From an optimization exercise on the open Yosys and OpenROAD flow, aimed at small area; shortcuts taken in it are not production practice.
Only simulation tests tie the RTL to the original design; equivalence was not proved.
Power and IR drop assume default switching activity.

==> design.v <==
module updown_count #(
    parameter W = 5
) (
    input  logic         clk,
    input  logic         rst,
    input  logic         inc,
    input  logic         dec,
    output logic [W-1:0] count
);
  logic up, dn;
  logic [W-1:0] all1, all0;
  assign up = inc && !dec;
  assign dn = dec && !inc;
  always_comb begin
    all1[0] = 1'b1;
    all0[0] = 1'b1;
    for (int i = 1; i < W; i++) begin
      all1[i] = all1[i-1] & count[i-1];
      all0[i] = all0[i-1] & !count[i-1];
    end
  end
  always_ff @(posedge clk) begin
    if (rst) count <= '0;
    else count <= count ^ ((all1 & {W{up}}) | (all0 & {W{dn}}));
  end
endmodule
module shift_fifo #(
    parameter DEPTH = 16,
    parameter EXTRA = 1
) (
    input  logic                        clk,
    input  logic                        rst,
    input  logic                        wr_en,   
    input  logic                        rd_en,   
    input  logic [7:0]                  wdata,
    output logic [8*(DEPTH+EXTRA)-1:0]  mem,
    output logic [$clog2(DEPTH+1)-1:0]  count
);
  always_ff @(posedge clk) begin
    if (wr_en) mem <= {mem[8*(DEPTH+EXTRA)-9:0], wdata};
  end
  updown_count #(
      .W($clog2(DEPTH + 1))
  ) counter (
      .clk  (clk),
      .rst  (rst),
      .inc  (wr_en),
      .dec  (rd_en),
      .count(count)
  );
endmodule
module uart_tx (
    input  logic        clk_i,
    input  logic        rst_ni,
    input  logic [15:0] baud_div_i,
    input  logic        tx_we_i,    
    input  logic        tx_en_i,
    input  logic [ 7:0] din_i,
    output logic        empty_o,
    output logic        full_o,
    output logic        tx_bit_o
);
  function automatic logic [7:0] mux16(input logic [127:0] m, input logic [3:0] s);
    logic [63:0] l1;
    logic [31:0] l2;
    logic [15:0] l3;
    for (int i = 0; i < 8; i++) l1[8*i+:8] = s[0] ? m[16*i+8+:8] : m[16*i+:8];
    for (int i = 0; i < 4; i++) l2[8*i+:8] = s[1] ? l1[16*i+8+:8] : l1[16*i+:8];
    for (int i = 0; i < 2; i++) l3[8*i+:8] = s[2] ? l2[16*i+8+:8] : l2[16*i+:8];
    mux16 = s[3] ? l3[15:8] : l3[7:0];
  endfunction
  localparam logic [3:0] P_STOP = 4'b0000, P_IDLE = 4'b0001, P_START = 4'b0111;
  logic [  3:0] phase;
  logic [ 15:0] baud_counter;
  logic [127:0] mem;
  logic [  7:0] tx_shift;
  logic [  4:0] count;
  logic         tick, go, pop, push;
  logic [ 16:0] bc_inc;
  logic [  7:0] head;
  assign empty_o = (count == 5'd0);
  assign full_o  = count[4];
  logic [16:0] carry;
  always_comb begin
    carry[0] = 1'b1;
    for (int i = 0; i < 16; i++) begin
      bc_inc[i]  = baud_counter[i] ^ carry[i];
      carry[i+1] = baud_counter[i] & carry[i];
    end
    bc_inc[16] = carry[16];
  end
  assign tick   = (bc_inc == {1'b0, baud_div_i});
  assign go     = tx_en_i && !empty_o;
  assign pop    = go && (phase == P_IDLE || (phase == P_STOP && tick));
  assign push   = tx_we_i && !full_o;
  shift_fifo #(
      .DEPTH(16),
      .EXTRA(0)
  ) tx_buffer (
      .clk  (clk_i),
      .rst  (!rst_ni),
      .wr_en(push),
      .rd_en(pop),
      .wdata(din_i),
      .mem  (mem),
      .count(count)
  );
  assign head = mux16({mem[119:0], mem[127:120]}, count[3:0]);
  always_ff @(posedge clk_i) begin
    if (pop) tx_shift <= head;
    else if (phase[3] && tick) tx_shift <= {1'b0, tx_shift[7:1]};
  end
  always_comb begin
    if (phase[3]) tx_bit_o = tx_shift[0];
    else tx_bit_o = (phase != P_START);
  end
  always_ff @(posedge clk_i or negedge rst_ni) begin
    if (!rst_ni) begin
      phase <= P_IDLE;
    end else begin
      if (phase == P_IDLE) begin
        if (go) phase <= P_START;
      end else if (tick) begin
        if (phase == P_STOP) phase <= go ? P_START : P_IDLE;
        else phase <= phase ^ {&phase[2:0], &phase[1:0], phase[0], 1'b1};
      end
    end
  end
  always_ff @(posedge clk_i) begin
    if (phase == P_IDLE || tick) baud_counter <= '0;
    else baud_counter <= bc_inc[15:0];
  end
endmodule
module uart_rx (
    input  logic        clk_i,
    input  logic        rst_ni,
    input  logic [15:0] baud_div_i,
    input  logic        rx_re_i,    
    input  logic        rx_en_i,
    input  logic        rx_bit_i,
    output logic [ 7:0] dout_o,     
    output logic        full_o,
    output logic        empty_o
);
  function automatic logic [7:0] mux16(input logic [127:0] m, input logic [3:0] s);
    logic [63:0] l1;
    logic [31:0] l2;
    logic [15:0] l3;
    for (int i = 0; i < 8; i++) l1[8*i+:8] = s[0] ? m[16*i+8+:8] : m[16*i+:8];
    for (int i = 0; i < 4; i++) l2[8*i+:8] = s[1] ? l1[16*i+8+:8] : l1[16*i+:8];
    for (int i = 0; i < 2; i++) l3[8*i+:8] = s[2] ? l2[16*i+8+:8] : l2[16*i+:8];
    mux16 = s[3] ? l3[15:8] : l3[7:0];
  endfunction
  localparam logic [3:0] P_STOP = 4'b0000, P_IDLE = 4'b0001, P_START = 4'b0111;
  logic [  3:0] phase;
  logic [ 15:0] baud_counter;
  logic         mid_tick, end_tick, start, wr, shift_en;
  logic [15:0] bc_inc;
  logic [16:0] carry;
  always_comb begin
    carry[0] = 1'b1;
    for (int i = 0; i < 16; i++) begin
      bc_inc[i]  = baud_counter[i] ^ carry[i];
      carry[i+1] = baud_counter[i] & carry[i];
    end
  end
  assign mid_tick = (baud_counter == {1'b0, baud_div_i[15:1]});
  assign end_tick = (baud_counter == baud_div_i);
  logic [127:0] mem;
  logic [  4:0] q;
  logic         free0;
  assign full_o  = q[4] && !free0;
  assign empty_o = (q == {4'b0, free0});
  assign start   = (phase == P_IDLE) && rx_en_i && !rx_bit_i && !full_o;
  assign wr      = (phase == P_STOP) && end_tick && !full_o;
  assign shift_en = (start && !free0) || (wr && !free0);
  always_ff @(posedge clk_i) begin
    if (phase[3] && mid_tick) mem[7:0] <= {rx_bit_i, mem[7:1]};
  end
  always_ff @(posedge clk_i) begin
    if (shift_en) mem[127:8] <= mem[119:0];
  end
  always_ff @(posedge clk_i) begin
    if (!rst_ni) free0 <= 1'b0;
    else if (start) free0 <= 1'b1;
    else if (wr) free0 <= 1'b0;
  end
  updown_count #(
      .W(5)
  ) counter (
      .clk  (clk_i),
      .rst  (!rst_ni),
      .inc  (shift_en),
      .dec  (rx_re_i),
      .count(q)
  );
  assign dout_o = mux16(mem, q[3:0]);
  always_ff @(posedge clk_i or negedge rst_ni) begin
    if (!rst_ni) begin
      phase <= P_IDLE;
    end else begin
      if (phase == P_IDLE) begin
        if (start) phase <= P_START;
      end else if (mid_tick) begin
        if (phase == P_START) phase <= rx_bit_i ? P_IDLE : 4'b1000;
        else if (phase == P_STOP) begin
          if (rx_bit_i) phase <= P_IDLE;
        end else phase <= phase ^ {&phase[2:0], &phase[1:0], phase[0], 1'b1};
      end
    end
  end
  always_ff @(posedge clk_i) begin
    if (phase == P_IDLE || end_tick) baud_counter <= '0;
    else baud_counter <= bc_inc;
  end
endmodule
module uart #(
    parameter DATA_WIDTH = 8,
    parameter FIFO_DEPTH = 16
) (
    input  logic        clk_i,
    input  logic        rst_ni,
    input  logic        stb_i,
    input  logic [ 1:0] adr_i,
    input  logic [ 3:0] byte_sel_i,
    input  logic        we_i,
    input  logic [31:0] dat_i,
    output logic [31:0] dat_o,
    input  logic        uart_rx_i,
    output logic        uart_tx_o
);
  logic [15:0] baud_div_reg;
  logic        tx_en_reg, rx_en_reg;
  logic        tx_full, tx_empty, rx_full, rx_empty;
  logic [ 7:0] rx_byte;
  logic [ 1:0] rd_adr;   
  logic [ 3:0] status_q;   
  uart_tx uart_tx_inst (
      .clk_i     (clk_i),
      .rst_ni    (rst_ni),
      .baud_div_i(baud_div_reg),
      .tx_we_i   (stb_i && we_i && adr_i == 2'd3),
      .tx_en_i   (tx_en_reg),
      .din_i     (dat_i[7:0]),
      .empty_o   (tx_empty),
      .full_o    (tx_full),
      .tx_bit_o  (uart_tx_o)
  );
  uart_rx uart_rx_inst (
      .clk_i     (clk_i),
      .rst_ni    (rst_ni),
      .baud_div_i(baud_div_reg),
      .rx_re_i   (stb_i && !we_i && adr_i == 2'd3 && !rx_empty),
      .rx_en_i   (rx_en_reg),
      .rx_bit_i  (uart_rx_i),
      .dout_o    (rx_byte),
      .full_o    (rx_full),
      .empty_o   (rx_empty)
  );
  always_ff @(posedge clk_i) begin
    if (!rst_ni) begin
      baud_div_reg <= 16'd0;
      tx_en_reg    <= 1'b0;
      rx_en_reg    <= 1'b0;
    end else if (stb_i && we_i) begin
      if (adr_i == 2'd0 && (byte_sel_i[0] || byte_sel_i[1])) baud_div_reg <= dat_i[15:0];
      if (adr_i == 2'd1 && byte_sel_i[0]) begin
        tx_en_reg <= dat_i[0];
        rx_en_reg <= dat_i[1];
      end
    end
  end
  always_ff @(posedge clk_i) begin
    rd_adr   <= adr_i;
    status_q <= {rx_empty, rx_full, tx_empty, tx_full};
  end
  always_comb begin
    dat_o = '0;
    unique case (rd_adr)
      2'd0: dat_o[15:0] = baud_div_reg;
      2'd1: dat_o[1:0] = {rx_en_reg, tx_en_reg};
      2'd2: dat_o[3:0] = status_q;
      2'd3: if (!status_q[3]) dat_o[7:0] = rx_byte;
    endcase
  end
endmodule
==> flow/run.sh <==
#!/bin/bash
# The standard layout (standard.sh) with these changes:
# - synthesis: the standard synthesis script, except that ABC maps the logic
#   with an area-oriented script (flow/abc_area.script). Flip-flop mapping and
#   register names are those of the standard synthesis.
# - clock tree: no dummy loads; clkbuf_8 buffers; sink clusters of up to 18
#   flip-flops within 60 um.
# - port buffers: buf_1.
# - one tie cell drives all constant outputs.
# Each tool's output goes to the ORFS logs under orfs/logs; make's output to
# standard.log.
set -euo pipefail
W=$PWD
sed "s#^source \$::env(SCRIPTS_DIR)/synth_preamble.tcl#&\nset abc_args [lreplace \$abc_args 1 1 $W/flow/abc_area.script]#" \
  "$FLOW_HOME/scripts/synth.tcl" > synth_area.tcl
sed "s#source \$::env(SCRIPTS_DIR)/synth.tcl#source $W/synth_area.tcl#" synth_recipe.tcl > synth_recipe_area.tcl
sed "s#SYNTH_SCRIPT=[^ ]*#SYNTH_SCRIPT=$W/synth_recipe_area.tcl#" standard.sh > standard_area.sh
grep -q "abc_area.script" synth_area.tcl
grep -q "synth_area.tcl" synth_recipe_area.tcl
grep -q "synth_recipe_area.tcl" standard_area.sh
export CTS_ARGS="-sink_clustering_enable -repair_clock_nets -dont_use_dummy_load -buf_list sky130_fd_sc_hd__clkbuf_8 -sink_clustering_size 18 -sink_clustering_max_diameter 80"
export SKIP_REPAIR_TIE_FANOUT=1
export BUFFER_PORTS_ARGS="-buffer_cell sky130_fd_sc_hd__buf_1"
bash standard_area.sh > standard.log 2>&1
==> flow/abc_area.script <==
strash
ifraig
dc2
dch -f
amap -m -F 4 -A 8
==> standard.sh <==
#!/bin/bash
# synth_recipe.tcl (not shown) runs the flow's synth.tcl, then flattens the netlist and writes it again
# the make line also repeats each setting of config.mk as NAME=value (left out here)
make -C /OpenROAD-flow-scripts/flow DESIGN_CONFIG=/design/flow/config.mk WORK_HOME=/design/flow/orfs CLKGATE_MAP_FILE= SYNTH_SCRIPT=/design/flow/synth_recipe.tcl "${@:-finish}"
==> config.mk <==
export PLATFORM = sky130hd
export DESIGN_NAME = uart
export DESIGN_NICKNAME = uart
export VERILOG_FILES = /design/flow/design.v
export SDC_FILE = /design/flow/constraint.sdc
export NUM_CORES = 4
export LEC_CHECK = 0
export CAP_MARGIN = 20
export CORE_MARGIN = 2
export CORE_UTILIZATION = 75
export PLACE_DENSITY = 0.85
export SLEW_MARGIN = 20
==> constraint.sdc <==
create_clock -name core_clock -period 10.0 [get_ports {clk_i}]
set_input_delay 2.0000 -clock core_clock [delete_from_list [all_inputs] [get_ports {clk_i}]]
set_output_delay 2.0000 -clock core_clock [all_outputs]
set_load 0.01 [all_outputs]
==> run notes <==
status=finished clean; post-route setup TNS=0 ns; yosys warns=5; largest net degree at the start of global routing=85; Synth Instances=980; Top Ports=76; die area=19100 sq um; CTS clk-pin slew, worst paths=0.11 ns; slew of the pin with the lowest slew margin=1.06 ns; CTS tree=done; setup bufs post-CTS=0; Tmin final=6.32 ns; Final Hold Vio Count=0; initial core utilization=75.9%; Mapped Nets=1064; Seq/Total Area, Yosys=70.0%; Final WS setup=3.68 ns; Hold Path Class=reg2reg; Synth async-reset ratio=2.36%; final net count=1128; final max-slew violation count=0; area post-placement=14000 sq um; Cell Pwr Density=176 nW/um^2; largest cells by area after synthesis=edfxtp_1 59%, dfxtp_1 9.9%, o22ai_1 5.3%, ha_1 3.8%, o21ai_0 2.6%; area grow syn2layout=5.57%; post-DR wirelength/cell=21.8 microns; Routability Congestion=0.942; Avg Cell Area, Syn=13.8 sq um; Clock Latency Late Sink=0.57 ns; Total GRT Usage=28.7%; DR DRC count=0; CTS sink cnt=339; worst vdd ir=0.000188 V; Total Power=2.51 mW; relative slew slack=28.9%; CP arrival=6.78 ns; Post-CTS Hold Buffers=0; routed via count=8891; Port Buffer Count=41; Leakage=4.73 nW; Die Span X=138 microns; Multi-input gate area=3650 sq um; CP Data Required Time=10.46 ns; Pre-Repair DR Iteration Count=5; placed cells=1249; Die Y=138 microns; DR iter-0 viols=1210; Overflow after GRT=0; FMAX=158 MHz; Post-synth EDFFs=264; Netlist Area Pre-Place=13500 sq um; FF+latch area=9470 sq um; Antenna diodes=0; Antenna Nets Post-Route=0; filler cell count=980; clk buf depth=3; flop and latch count out of synthesis=339; post-synth top area cell=edfxtp_1; max-cap violations=0; final setup vio count=0; Num CTS Buffers=22; Netlist cell types=43; post-layout instance area=14300 sq um; clk root buf=clkbuf_8; most used flip-flop cell after synthesis=edfxtp_1; CP max FO=18; WS Path Type=reg2reg; pre-CTS setup slack=3.72 ns; core area=17800 sq um; Largest regs=uart_rx_inst.mem (128), uart_tx_inst.tx_buffer.mem (128); CTS H-tree lvls=1; Worst setup SP type=register; hpwl dp=17700 microns; Yosys top cell area share=58.6%; initial antenna violation count=0; ratio of cells with drive above 1 in the final layout=4.03%; Routed Wire Length=27700 microns; vias in the first global route=8417; RSZ-0062 raised after global routing=no; Final period util=63.2%; Avg Vias per Cell=7.00; Worst Skew=0.0239 ns; Rows=49; Final Non-Filler Cells=1271; Resized Gates After CTS=0; first-pass GRT wire length=44400 microns; Worst Setup End Kind=register
[placed cells by master, fill, tap and decap left out, drive strengths merged, types with 3 or more instances in the layout]
cell type  netlist  final
nor3             5      5
nor2b           18     18
a211oi           6      6
ha              41     41
a221oi          15     15
a222oi          15     15
nor4            10     10
o221ai           5      5
o221a           10     10
o32ai            4      4
a22oi           26     26
o22ai          114    114
clkinv          84     83
o21a             4      4
o22a            22     22
nor2            75     75
a22o            14     14
a31oi            4      4
edfxtp         264    264
nand3            8      8
nand4b           3      3
dfxtp           67     67
a21oi           28     28
o21ai           70     70
dfrtp            6      6
buf             16     56
or2              3      3
nand2           17     17
a221o            6      6
clkbuf           0     22
[per-stage QoR]
step	util (%)	hold WS [ns]
after floorplan	-	0.397
after global placement	78.4	0.425
after detailed placement	78.4	0.430
after CTS	80.1	0.441
after global routing	80.1	0.458
final	80.1	0.444
[synthesized netlist by cell type (all sizes together) (16+ instances only)]
cell type / number
edfxtp: 264
o21ai: 70
o22a: 22
nor2: 75
o22ai: 114
dfxtp: 67
clkinv: 84
buf: 16
a22oi: 26
nor2b: 18
nand2: 17
ha: 41
a21oi: 28
[worst max-delay path, stage by stage, from the launching register on]
cell      delay [ns]
dfxtp_1         0.36
ha_1            0.21
ha_1            0.18
ha_1            0.18
ha_1            0.19
ha_1            0.19
ha_1            0.18
ha_1            0.19
ha_1            0.19
ha_1            0.19
ha_1            0.18
ha_1            0.18
ha_1            0.18
ha_1            0.18
ha_1            0.18
ha_1            0.30
clkinv_1        0.08
a222oi_1        0.33
nand4b_1        0.24
nand2_1         0.51
nand3_1         0.58
clkinv_1        0.26
ha_1            0.21
clkinv_1        0.08
nor3_1          0.26
o22ai_1         0.14
o21ai_0         0.20
a21oi_1         0.06
[where the power goes]
| part | internal [mW] | switching, mW |
|---|---|---|
| logic | 0.125 | 0.184 |
| clock network | 0.199 | 0.392 |
| registers | 1.56 | 0.0466 |
[per-layer routing]
| layer | vias up | part of all wire (%) | track usage [%] |
|---|---|---|---|
| li1 | 4049 | - | - |
| met1 | 4330 | 42 | 44.7 |
| met2 | 454 | 45 | 43.6 |
| met3 | 58 | 9.6 | 4.47 |
| met4 | 0 | 2.4 | 7.41 |
| met5 | - | 0 | 0 |
[area by class of cell]
cell class / instances / area share [%]
sequential: 339 / 66.3
tap: 229 / 2.00
clock buffer: 22 / 2.12
timing repair buffer: 56 / 1.86
multi-input combinational: 541 / 25.5
inverter: 84 / 2.22
[cells by family (layout without fill, tap and decap cells)]
| kind of cell | Yosys count | in the layout | share of synthesized area (%) |
|---|---|---|---|
| other cells | 1 | 1 | 0.0277 |
| simple gates | 145 | 145 | 4.96 |
| fa+ha+maj | 41 | 41 | 3.79 |
| compound gates | 354 | 354 | 18.0 |
| flops | 339 | 339 | 70.0 |
| buf+inv | 100 | 162 | 3.22 |
[final timing paths]
path | startpoint | to | slack, ns | depth (start not counted)
worst max register to register | uart_tx_inst.baud_counter[0] | uart_tx_inst.tx_buffer.counter.count[4] | 3.68 | 27
worst min register to register | uart_rx_inst.mem[31] | uart_rx_inst.mem[39] | 0.44 | 0
worst max-delay path | uart_tx_inst.baud_counter[0] | uart_tx_inst.tx_buffer.counter.count[4] | 3.68 | 27
max in group asynchronous | rst_ni | uart_tx_inst.phase[0] | 8.28 | 2
min in group asynchronous | rst_ni | uart_rx_inst.phase[1] | 1.42 | 2
worst min-delay path | uart_rx_inst.mem[31] | uart_rx_inst.mem[39] | 0.44 | 0

-- what the ideal ports hide --
No port has a modelled driver above. Below, the same layout with a new extraction and two added sets of constraints. Step 1 sets driving cells, clkbuf_16 on the clock port and buf_2 on the other inputs (assumed; they add their load-dependent delay and slew). Step 2, shift: input delay + t, output delay - t, t = (earliest + latest rising clock arrival at the registers) / 2. This alone moves slack from input paths to output paths. a / b / c = ideal ports / drivers / drivers and shift; a / b = the first two.
shift t [ns]: 0.597
setup slack, ns: 3.681 / 3.681 / 3.681
hold slack, ns: 0.444 / 0.444 / 0.444
After both steps setup and hold are still met in this run. For this run, drivers alone change the setup slack by 0.000 ns; drivers and shift together by 0.000 ns.
